What follows belongs to an exercise in optimizing a design on an open flow for small area and a short achievable clock period; a production flow would make more cautious choices. Power figures rest on the tool's default switching activity, not on a simulated workload.

==> inputs of 09-16 <==
Design alu_stage, start of the top module:
module alu_stage(input clk, input [15:0] a, b, input [3:0] funct,
				output [15:0] out, output [15:0] r15);
localparam J = 5;
localparam K = 12;
wire is_div = (funct == 4'b0101);
wire is_mul = (funct == 4'b0100);
wire is_add = (funct == 4'b0000);
wire is_sub = (funct == 4'b0001);
wire sa = a[15], sb = b[15];
wire [14:0] A = a[14:0] ^ {15{sa}};
wire [15:0] bx = sb ? b : ~b;
wire cin = ~sb;
wire bz = (b == 16'd0);
wire [15:0] sum = a + (is_sub ? ~b : b) + {15'd0, is_sub};
wire [14:0] r1 [0:J];
wire [14:0] q1;
assign r1[0] = 15'd0;
genvar j;
generate for (j = 1; j <= J; j = j + 1) begin : s1row
	wire [j-1:0] rr;
	wire [j-1:0] rs;
	if (j == 1) begin : first
		assign rs = A[14];
	end else begin : next
		assign rs = {r1[j-1][(j>1?j-2:0):0], A[15-j]};
	end
	divrow #(.W(j)) u(.rs(rs), .bx(bx), .cin(cin), .q(q1[15-j]), .r(rr));
	assign r1[j] = {{(15-j){1'b0}}, rr};
end endgenerate
reg [15:0] x1_q, y1_q;
reg [J-1:0] ra_q;
reg div1_q, mul1_q, sa1_q, cin1_q;
always @(posedge clk) begin
	x1_q   <= is_div ? {bz, q1[14:15-J], A[14-J:0]} :
	          is_mul ? a : ((is_add | is_sub) ? sum : 16'd0);
	y1_q   <= is_div ? bx : (is_mul ? b : 16'd0);
	ra_q   <= r1[J][J-1:0];
	div1_q <= is_div;
	mul1_q <= is_mul;
	sa1_q  <= sa;
	cin1_q <= cin;
end
wire [31:0] prod;
mul16 u_mul(.a(x1_q), .b(y1_q), .p(prod));
wire [14:0] r2 [J:K];
wire [14:0] q2;
assign r2[J] = {{(15-J){1'b0}}, ra_q};
generate for (j = J + 1; j <= K; j = j + 1) begin : s2row
	wire [j-1:0] rr;
	divrow #(.W(j)) u(.rs({r2[j-1][j-2:0], x1_q[15-j]}), .bx(y1_q), .cin(cin1_q), .q(q2[15-j]), .r(rr));
	assign r2[j] = {{(15-j){1'b0}}, rr};
end endgenerate
reg [15:0] x2_q, y2_q;
reg [14:0] rb_q;
reg div2_q, sa2_q, cin2_q;
always @(posedge clk) begin
	x2_q   <= div1_q ? {x1_q[15:15-J], q2[14-J:15-K], x1_q[14-K:0]} :
	          (mul1_q ? prod[15:0] : x1_q);
	y2_q   <= mul1_q ? prod[31:16] : y1_q;
	rb_q   <= r2[K][14:0];
	div2_q <= div1_q;
	sa2_q  <= sa1_q;
	cin2_q <= cin1_q;
end
wire [14:0] r3 [K:15];
wire [14:0] q3;
assign r3[K] = rb_q;
generate for (j = K + 1; j <= 15; j = j + 1) begin : s3row
	wire [j-1:0] rr;
	divrow #(.W(j)) u(.rs({r3[j-1][j-2:0], x2_q[15-j]}), .bx(y2_q), .cin(cin2_q), .q(q3[15-j]), .r(rr));
	assign r3[j] = {{(15-j){1'b0}}, rr};
end endgenerate
wire [15:0] qf = {x2_q[15:15-K], q3[14-K:0]};
wire [15:0] rf = {1'b0, r3[15]};
wire eq = &(rf ^ y2_q ^ {rf[14:0] & y2_q[14:0], cin2_q});
  ...
==> module divrow, before the edit <==
module divrow #(parameter W = 15)
	(input [W-1:0] rs, input [15:0] bx, input cin,
	 output q, output [W-1:0] r);
wire [17:0] t = {{(18-W){1'b0}}, rs} + {2'b01, bx} + {17'd0, cin};
assign q = t[17];
assign r = t[17] ? t[W-1:0] : rs;
endmodule
==> module alu_stage, before the edit <==
module alu_stage(input clk, input [15:0] a, b, input [3:0] funct,
				output [15:0] out, output [15:0] r15);
localparam J = 5;
localparam K = 12;
wire is_div = (funct == 4'b0101);
wire is_mul = (funct == 4'b0100);
wire is_add = (funct == 4'b0000);
wire is_sub = (funct == 4'b0001);
wire sa = a[15], sb = b[15];
wire [14:0] A = a[14:0] ^ {15{sa}};
wire [15:0] bx = sb ? b : ~b;
wire cin = ~sb;
wire bz = (b == 16'd0);
wire [15:0] sum = a + (is_sub ? ~b : b) + {15'd0, is_sub};
wire [14:0] r1 [0:J];
wire [14:0] q1;
assign r1[0] = 15'd0;
genvar j;
generate for (j = 1; j <= J; j = j + 1) begin : s1row
	wire [j-1:0] rr;
	wire [j-1:0] rs;
	if (j == 1) begin : first
		assign rs = A[14];
	end else begin : next
		assign rs = {r1[j-1][(j>1?j-2:0):0], A[15-j]};
	end
	divrow #(.W(j)) u(.rs(rs), .bx(bx), .cin(cin), .q(q1[15-j]), .r(rr));
	assign r1[j] = {{(15-j){1'b0}}, rr};
end endgenerate
reg [15:0] x1_q, y1_q;
reg [J-1:0] ra_q;
reg div1_q, mul1_q, sa1_q, cin1_q;
always @(posedge clk) begin
	x1_q   <= is_div ? {bz, q1[14:15-J], A[14-J:0]} :
	          is_mul ? a : ((is_add | is_sub) ? sum : 16'd0);
	y1_q   <= is_div ? bx : (is_mul ? b : 16'd0);
	ra_q   <= r1[J][J-1:0];
	div1_q <= is_div;
	mul1_q <= is_mul;
	sa1_q  <= sa;
	cin1_q <= cin;
end
wire [31:0] prod;
mul16 u_mul(.a(x1_q), .b(y1_q), .p(prod));
wire [14:0] r2 [J:K];
wire [14:0] q2;
assign r2[J] = {{(15-J){1'b0}}, ra_q};
generate for (j = J + 1; j <= K; j = j + 1) begin : s2row
	wire [j-1:0] rr;
	divrow #(.W(j)) u(.rs({r2[j-1][j-2:0], x1_q[15-j]}), .bx(y1_q), .cin(cin1_q), .q(q2[15-j]), .r(rr));
	assign r2[j] = {{(15-j){1'b0}}, rr};
end endgenerate
reg [15:0] x2_q, y2_q;
reg [14:0] rb_q;
reg div2_q, sa2_q, cin2_q;
always @(posedge clk) begin
	x2_q   <= div1_q ? {x1_q[15:15-J], q2[14-J:15-K], x1_q[14-K:0]} :
	          (mul1_q ? prod[15:0] : x1_q);
	y2_q   <= mul1_q ? prod[31:16] : y1_q;
	rb_q   <= r2[K][14:0];
	div2_q <= div1_q;
	sa2_q  <= sa1_q;
	cin2_q <= cin1_q;
end
wire [14:0] r3 [K:15];
wire [14:0] q3;
assign r3[K] = rb_q;
generate for (j = K + 1; j <= 15; j = j + 1) begin : s3row
	wire [j-1:0] rr;
	divrow #(.W(j)) u(.rs({r3[j-1][j-2:0], x2_q[15-j]}), .bx(y2_q), .cin(cin2_q), .q(q3[15-j]), .r(rr));
	assign r3[j] = {{(15-j){1'b0}}, rr};
end endgenerate
wire [15:0] qf = {x2_q[15:15-K], q3[14-K:0]};
wire [15:0] rf = {1'b0, r3[15]};
wire eq = &(rf ^ y2_q ^ {rf[14:0] & y2_q[14:0], cin2_q});
wire c  = sa2_q & eq;
wire nq = (sa2_q ^ ~cin2_q) & ~qf[15];
wire [15:0] qo = (qf ^ {16{nq}}) + {15'd0, c ^ nq};
wire [15:0] ro = (rf ^ {16{sa2_q}}) & {16{~c}};
assign out = div2_q ? qo : x2_q;
assign r15 = div2_q ? ro : y2_q;
endmodule
clock: 33.0 ns
lec_check: 0
abc_clock_period_in_ps: 13000
cap_margin: 20
core_margin: 2
core_utilization: 40
slew_margin: 20
run.sh (not shown) runs the stock make flow with config.mk's settings and CLKGATE_MAP_FILE= SYNTH_SCRIPT=/design/flow/synth_recipe.tcl, a recipe that flattens the netlist after the stock synthesis.
==> 04-08: changes against 09-16 <==
--- a/flow/design.v
+++ b/flow/design.v
@@ -3,5 +3,31 @@
 	 output q, output [W-1:0] r);
-wire [17:0] t = {{(18-W){1'b0}}, rs} + {2'b01, bx} + {17'd0, cin};
-assign q = t[17];
-assign r = t[17] ? t[W-1:0] : rs;
+localparam N = W + 1;
+localparam LV = $clog2(N);
+wire [W-1:0] g = rs & bx[W-1:0];
+wire [W-1:0] p = rs ^ bx[W-1:0];
+wire [N-1:0] G [0:LV];
+wire [N-1:0] P [0:LV];
+assign G[0] = {g, cin};
+assign P[0] = {p, 1'b0};
+genvar l, i;
+generate for (l = 0; l < LV; l = l + 1) begin : lvl
+	for (i = 0; i < N; i = i + 1) begin : pos
+		if (((i >> l) & 1) == 1) begin : merge
+			assign G[l+1][i] = G[l][i] | (P[l][i] & G[l][((i >> l) << l) - 1]);
+			assign P[l+1][i] = P[l][i] & P[l][((i >> l) << l) - 1];
+		end else begin : pass
+			assign G[l+1][i] = G[l][i];
+			assign P[l+1][i] = P[l][i];
+		end
+	end
+end endgenerate
+wire [W:0] c = G[LV];
+wire hi;
+if (W < 16) begin : h
+	assign hi = &bx[15:W];
+end else begin : h16
+	assign hi = 1'b1;
+end
+assign q = c[W] & hi;
+assign r = q ? (p ^ c[W-1:0]) : rs;
 endmodule
@@ -690,4 +716,4 @@
 				output [15:0] out, output [15:0] r15);
-localparam J = 5;
-localparam K = 12;
+localparam J = 6;
+localparam K = 13;
 wire is_div = (funct == 4'b0101);
@@ -752,6 +778,6 @@
 end
-wire [14:0] r3 [K:15];
+wire [14:0] r3 [K:14];
 wire [14:0] q3;
 assign r3[K] = rb_q;
-generate for (j = K + 1; j <= 15; j = j + 1) begin : s3row
+generate for (j = K + 1; j <= 14; j = j + 1) begin : s3row
 	wire [j-1:0] rr;
@@ -760,9 +786,19 @@
 end endgenerate
-wire [15:0] qf = {x2_q[15:15-K], q3[14-K:0]};
-wire [15:0] rf = {1'b0, r3[15]};
-wire eq = &(rf ^ y2_q ^ {rf[14:0] & y2_q[14:0], cin2_q});
+wire [14:0] rs15 = {r3[14][13:0], x2_q[0]};
+wire [17:0] t15 = {3'b000, rs15} + {2'b01, y2_q} + {17'd0, cin2_q};
+assign q3[0] = t15[17];
+wire [14:0] rf = t15[17] ? t15[14:0] : rs15;
+wire eq_t = &({1'b0, t15[14:0]} ^ y2_q ^ {t15[14:0] & y2_q[14:0], cin2_q});
+wire eq_s = &({1'b0, rs15} ^ y2_q ^ {rs15 & y2_q[14:0], cin2_q});
+wire eq = t15[17] ? eq_t : eq_s;
 wire c  = sa2_q & eq;
-wire nq = (sa2_q ^ ~cin2_q) & ~qf[15];
-wire [15:0] qo = (qf ^ {16{nq}}) + {15'd0, c ^ nq};
-wire [15:0] ro = (rf ^ {16{sa2_q}}) & {16{~c}};
+wire [15:0] qf = {x2_q[15:15-K], q3[14-K:0]};
+wire nq = (sa2_q ^ ~cin2_q) & ~x2_q[15];
+wire [15:0] qn = qf ^ {16{nq}};
+localparam L = 15 - K;
+wire [15-L:0] hi = qn[15:L];
+wire [15-L:0] hi_inc = hi + 1'b1;
+wire [L:0] lo = {1'b0, qn[L-1:0]} + {{L{1'b0}}, c ^ nq};
+wire [15:0] qo = {lo[L] ? hi_inc : hi, lo[L-1:0]};
+wire [15:0] ro = ({1'b0, rf} ^ {16{sa2_q}}) & {16{~c}};
 assign out = div2_q ? qo : x2_q;
==> flow/flow/run.sh (new file) <==
#!/bin/bash
# Standard layout, with the setup repair asked to over-fix so the critical
# paths get sized for speed (the clock period and constraints are unchanged).
bash standard.sh SETUP_SLACK_MARGIN=19 finish > standard.log 2>&1
==> flow/standard.sh (new file) <==
#!/bin/bash
# synth_recipe.tcl (not shown) runs the flow's synth.tcl, then flattens the netlist and writes it again
# the make line also repeats each setting of config.mk as NAME=value (left out here)
make -C /OpenROAD-flow-scripts/flow DESIGN_CONFIG=/design/flow/config.mk WORK_HOME=/design/flow/orfs CLKGATE_MAP_FILE= SYNTH_SCRIPT=/design/flow/synth_recipe.tcl "${@:-finish}"
- ABC_CLOCK_PERIOD_IN_PS: 13000 -> not set
- CORE_UTILIZATION: 40 -> 75
removed: flow/run.sh
==> 12-28: changes against 09-16 <==
--- a/flow/design.v
+++ b/flow/design.v
@@ -3,5 +3,105 @@
 	 output q, output [W-1:0] r);
-wire [17:0] t = {{(18-W){1'b0}}, rs} + {2'b01, bx} + {17'd0, cin};
-assign q = t[17];
-assign r = t[17] ? t[W-1:0] : rs;
+localparam N = W + 1;
+localparam LV = $clog2(N);
+wire [N-1:0] G [0:LV];
+wire [N-1:0] P [0:LV];
+assign G[0] = {rs & bx[W-1:0], cin};
+assign P[0] = {rs | bx[W-1:0], 1'b0};
+genvar l, i;
+generate for (l = 0; l < LV; l = l + 1) begin : lvl
+	for (i = 0; i < N; i = i + 1) begin : pos
+		if (((i >> l) & 1) == 1) begin : merge
+			assign G[l+1][i] = G[l][i] | (P[l][i] & G[l][((i >> l) << l) - 1]);
+			assign P[l+1][i] = P[l][i] & P[l][((i >> l) << l) - 1];
+		end else begin : pass
+			assign G[l+1][i] = G[l][i];
+			assign P[l+1][i] = P[l][i];
+		end
+	end
+end endgenerate
+wire [W:0] c = G[LV];
+wire hi;
+if (W < 16) begin : h
+	assign hi = &bx[15:W];
+end else begin : h16
+	assign hi = 1'b1;
+end
+assign q = c[W] & hi;
+assign r = rs ^ ({W{q}} & (bx[W-1:0] ^ c[W-1:0]));
+endmodule
+module seg1 #(parameter J = 6)
+	(input [15:0] a, b, input [3:0] funct,
+	 output [15:0] x1, y1, output [J-1:0] ra,
+	 output is_div, is_mul, sa, cin);
+assign is_div = (funct == 4'b0101);
+assign is_mul = (funct == 4'b0100);
+wire is_add = (funct == 4'b0000);
+wire is_sub = (funct == 4'b0001);
+assign sa = a[15];
+wire sb = b[15];
+wire [14:0] A = a[14:0] ^ {15{sa}};
+wire [15:0] bx = sb ? b : ~b;
+assign cin = ~sb;
+wire bz = (b == 16'd0);
+wire [15:0] sum = a + (is_sub ? ~b : b) + {15'd0, is_sub};
+wire [14:0] r1 [0:J];
+wire [14:0] q1;
+assign r1[0] = 15'd0;
+genvar j;
+generate for (j = 1; j <= J; j = j + 1) begin : row
+	wire [j-1:0] rr;
+	wire [j-1:0] rs;
+	if (j == 1) begin : first
+		assign rs = A[14];
+	end else begin : next
+		assign rs = {r1[j-1][(j>1?j-2:0):0], A[15-j]};
+	end
+	divrow #(.W(j)) u(.rs(rs), .bx(bx), .cin(cin), .q(q1[15-j]), .r(rr));
+	assign r1[j] = {{(15-j){1'b0}}, rr};
+end endgenerate
+assign x1 = is_div ? {bz, q1[14:15-J], A[14-J:0]} :
+            is_mul ? a : ((is_add | is_sub) ? sum : 16'd0);
+assign y1 = is_div ? bx : (is_mul ? b : 16'd0);
+assign ra = r1[J][J-1:0];
+endmodule
+module seg2 #(parameter J = 6, parameter K = 13)
+	(input [15:0] x1, y1, input [J-1:0] ra, input div1, mul1, cin1,
+	 output [15:0] x2, y2, output [K-1:0] rb);
+wire [31:0] prod;
+mul16 u_mul(.a(x1), .b(y1), .p(prod));
+wire [14:0] r2 [J:K];
+wire [14:0] q2;
+assign r2[J] = {{(15-J){1'b0}}, ra};
+genvar j;
+generate for (j = J + 1; j <= K; j = j + 1) begin : row
+	wire [j-1:0] rr;
+	divrow #(.W(j)) u(.rs({r2[j-1][j-2:0], x1[15-j]}), .bx(y1), .cin(cin1), .q(q2[15-j]), .r(rr));
+	assign r2[j] = {{(15-j){1'b0}}, rr};
+end endgenerate
+assign x2 = div1 ? {x1[15:15-J], q2[14-J:15-K], x1[14-K:0]} :
+            (mul1 ? prod[15:0] : x1);
+assign y2 = mul1 ? prod[31:16] : y1;
+assign rb = r2[K][K-1:0];
+endmodule
+module seg3 #(parameter K = 13)
+	(input [15:0] x2, y2, input [K-1:0] rb, input div2, sa2, cin2,
+	 output [15:0] out, r15);
+wire [14:0] r3 [K:15];
+wire [14:0] q3;
+assign r3[K] = {{(15-K){1'b0}}, rb};
+genvar j;
+generate for (j = K + 1; j <= 15; j = j + 1) begin : row
+	wire [j-1:0] rr;
+	divrow #(.W(j)) u(.rs({r3[j-1][j-2:0], x2[15-j]}), .bx(y2), .cin(cin2), .q(q3[15-j]), .r(rr));
+	assign r3[j] = {{(15-j){1'b0}}, rr};
+end endgenerate
+wire [15:0] qf = {x2[15:15-K], q3[14-K:0]};
+wire [15:0] rf = {1'b0, r3[15]};
+wire eq = &(rf ^ y2 ^ {rf[14:0] & y2[14:0], cin2});
+wire c  = sa2 & eq;
+wire nq = (sa2 ^ ~cin2) & ~qf[15];
+wire [15:0] qo = (qf ^ {16{nq}}) + {15'd0, c ^ nq};
+wire [15:0] ro = (rf ^ {16{sa2}}) & {16{~c}};
+assign out = div2 ? qo : x2;
+assign r15 = div2 ? ro : y2;
 endmodule
@@ -690,29 +790,8 @@
 				output [15:0] out, output [15:0] r15);
-localparam J = 5;
-localparam K = 12;
-wire is_div = (funct == 4'b0101);
-wire is_mul = (funct == 4'b0100);
-wire is_add = (funct == 4'b0000);
-wire is_sub = (funct == 4'b0001);
-wire sa = a[15], sb = b[15];
-wire [14:0] A = a[14:0] ^ {15{sa}};
-wire [15:0] bx = sb ? b : ~b;
-wire cin = ~sb;
-wire bz = (b == 16'd0);
-wire [15:0] sum = a + (is_sub ? ~b : b) + {15'd0, is_sub};
-wire [14:0] r1 [0:J];
-wire [14:0] q1;
-assign r1[0] = 15'd0;
-genvar j;
-generate for (j = 1; j <= J; j = j + 1) begin : s1row
-	wire [j-1:0] rr;
-	wire [j-1:0] rs;
-	if (j == 1) begin : first
-		assign rs = A[14];
-	end else begin : next
-		assign rs = {r1[j-1][(j>1?j-2:0):0], A[15-j]};
-	end
-	divrow #(.W(j)) u(.rs(rs), .bx(bx), .cin(cin), .q(q1[15-j]), .r(rr));
-	assign r1[j] = {{(15-j){1'b0}}, rr};
-end endgenerate
+localparam J = 6;
+localparam K = 13;
+wire [15:0] x1, y1, x2, y2;
+wire [J-1:0] ra;
+wire [K-1:0] rb;
+wire is_div, is_mul, sa, cin;
 reg [15:0] x1_q, y1_q;
@@ -720,7 +799,15 @@
 reg div1_q, mul1_q, sa1_q, cin1_q;
+reg [15:0] x2_q, y2_q;
+reg [K-1:0] rb_q;
+reg div2_q, sa2_q, cin2_q;
+seg1 #(.J(J)) u_s1(.a(a), .b(b), .funct(funct), .x1(x1), .y1(y1), .ra(ra),
+	.is_div(is_div), .is_mul(is_mul), .sa(sa), .cin(cin));
+seg2 #(.J(J), .K(K)) u_s2(.x1(x1_q), .y1(y1_q), .ra(ra_q), .div1(div1_q),
+	.mul1(mul1_q), .cin1(cin1_q), .x2(x2), .y2(y2), .rb(rb));
+seg3 #(.K(K)) u_s3(.x2(x2_q), .y2(y2_q), .rb(rb_q), .div2(div2_q),
+	.sa2(sa2_q), .cin2(cin2_q), .out(out), .r15(r15));
 always @(posedge clk) begin
-	x1_q   <= is_div ? {bz, q1[14:15-J], A[14-J:0]} :
-	          is_mul ? a : ((is_add | is_sub) ? sum : 16'd0);
-	y1_q   <= is_div ? bx : (is_mul ? b : 16'd0);
-	ra_q   <= r1[J][J-1:0];
+	x1_q   <= x1;
+	y1_q   <= y1;
+	ra_q   <= ra;
 	div1_q <= is_div;
@@ -729,21 +816,5 @@
 	cin1_q <= cin;
-end
-wire [31:0] prod;
-mul16 u_mul(.a(x1_q), .b(y1_q), .p(prod));
-wire [14:0] r2 [J:K];
-wire [14:0] q2;
-assign r2[J] = {{(15-J){1'b0}}, ra_q};
-generate for (j = J + 1; j <= K; j = j + 1) begin : s2row
-	wire [j-1:0] rr;
-	divrow #(.W(j)) u(.rs({r2[j-1][j-2:0], x1_q[15-j]}), .bx(y1_q), .cin(cin1_q), .q(q2[15-j]), .r(rr));
-	assign r2[j] = {{(15-j){1'b0}}, rr};
-end endgenerate
-reg [15:0] x2_q, y2_q;
-reg [14:0] rb_q;
-reg div2_q, sa2_q, cin2_q;
-always @(posedge clk) begin
-	x2_q   <= div1_q ? {x1_q[15:15-J], q2[14-J:15-K], x1_q[14-K:0]} :
-	          (mul1_q ? prod[15:0] : x1_q);
-	y2_q   <= mul1_q ? prod[31:16] : y1_q;
-	rb_q   <= r2[K][14:0];
+	x2_q   <= x2;
+	y2_q   <= y2;
+	rb_q   <= rb;
 	div2_q <= div1_q;
@@ -752,19 +823,2 @@
 end
-wire [14:0] r3 [K:15];
-wire [14:0] q3;
-assign r3[K] = rb_q;
-generate for (j = K + 1; j <= 15; j = j + 1) begin : s3row
-	wire [j-1:0] rr;
-	divrow #(.W(j)) u(.rs({r3[j-1][j-2:0], x2_q[15-j]}), .bx(y2_q), .cin(cin2_q), .q(q3[15-j]), .r(rr));
-	assign r3[j] = {{(15-j){1'b0}}, rr};
-end endgenerate
-wire [15:0] qf = {x2_q[15:15-K], q3[14-K:0]};
-wire [15:0] rf = {1'b0, r3[15]};
-wire eq = &(rf ^ y2_q ^ {rf[14:0] & y2_q[14:0], cin2_q});
-wire c  = sa2_q & eq;
-wire nq = (sa2_q ^ ~cin2_q) & ~qf[15];
-wire [15:0] qo = (qf ^ {16{nq}}) + {15'd0, c ^ nq};
-wire [15:0] ro = (rf ^ {16{sa2_q}}) & {16{~c}};
-assign out = div2_q ? qo : x2_q;
-assign r15 = div2_q ? ro : y2_q;
 endmodule
==> flow/flow/run.sh (new file) <==
#!/bin/bash
# Standard layout, with the setup repair asked to over-fix so the critical
# paths get sized for speed (the clock period and constraints are unchanged).
bash standard.sh SETUP_SLACK_MARGIN=19 finish > standard.log 2>&1
==> flow/standard.sh (new file) <==
#!/bin/bash
# synth_recipe.tcl (not shown) runs the flow's synth.tcl, then flattens the netlist and writes it again
# the make line also repeats each setting of config.mk as NAME=value (left out here)
make -C /OpenROAD-flow-scripts/flow DESIGN_CONFIG=/design/flow/config.mk WORK_HOME=/design/flow/orfs CLKGATE_MAP_FILE= SYNTH_SCRIPT=/design/flow/synth_recipe.tcl "${@:-finish}"
- ABC_CLOCK_PERIOD_IN_PS: 13000 -> not set
- CORE_UTILIZATION: 40 -> 75
- SYNTH_HIERARCHICAL: not set -> 1
removed: flow/run.sh
==> notes <==
Against 04-08, the design area of 09-16 is smaller by about 7%.
Between 09-16 and 04-08, the lower critical path depth is in 04-08 (gap 3).
Between 09-16 and 04-08, the lower hold slack is in 04-08 (gap 28 ps).
In 12-28 the clock skew is higher than in 09-16, by 8.2 ps.
Register-to-register slack: 09-16 < 04-08 < 12-28.
The highest first-iteration DRC count belongs to 12-28, the lowest to 09-16.
Cell count: 12-28 > 09-16 > 04-08.
==> figures <==
item	09-16	04-08	12-28
Pin count of the biggest net entering global routing	37	36	56
End point of the critical path	out[13]	out[15]	out[5]
Chip height	221.1 um	164.0 um	171.7 um
Core Rows	79	58	61
HPWL after detailed placement	42650 um	41130 um	44240 um
WP data arrival	11560 ps	7400 ps	7300 ps
Outcome	timing/DRC/antenna clean	timing/DRC/antenna clean	timing/DRC/antenna clean
Maximum frequency from static timing analysis	0.05508 GHz	0.07143 GHz	0.07196 GHz
Net count, final	2718	2835	2978
Switching Share	42.46%	43.52%	46.27%
Place WS	15180 ps	16730 ps	18060 ps
Number of cells on the critical path	37	34	29
Non-Filler Instances	2884	2696	3049
Syn_area_per_cell	8.382 um^2	8.501 um^2	8.077 um^2
Flop+latch power	0.000132 W	0.000134 W	0.000144 W
Function was not checked in any run of this note: the RTL went through the layout flow alone.

[static timing again, ports no longer ideal]
The flow's constraints put no driver on any port. The routed layouts listed below were extracted and timed again, unchanged, in two steps. Step 1, drivers: a clkbuf_16 drives clk and a buf_2 each remaining input, both assumed. Step 2 also shifts input and output timing later by t, the mid clock arrival at the registers, as if the neighbouring blocks saw the same clock. a / b / c = no drivers / after step 1 / after step 2; a / b = the first two.
run	t, ns	setup slack, ns	slew at the worst register clock pin (ns)	pins driven straight from the clock port
09-16	0.403	14.844 / 14.793 / 15.195	0.07 / 0.07	1
04-08	0.404	19.000 / 18.948 / 18.736	0.07 / 0.07	1
12-28	0.408	19.103 / 19.056 / 18.834	0.07 / 0.07	1
After both steps every run listed still meets setup and hold. For 12-28, which loses most, drivers alone change the setup slack by -0.047 ns; drivers and shift together by -0.269 ns.
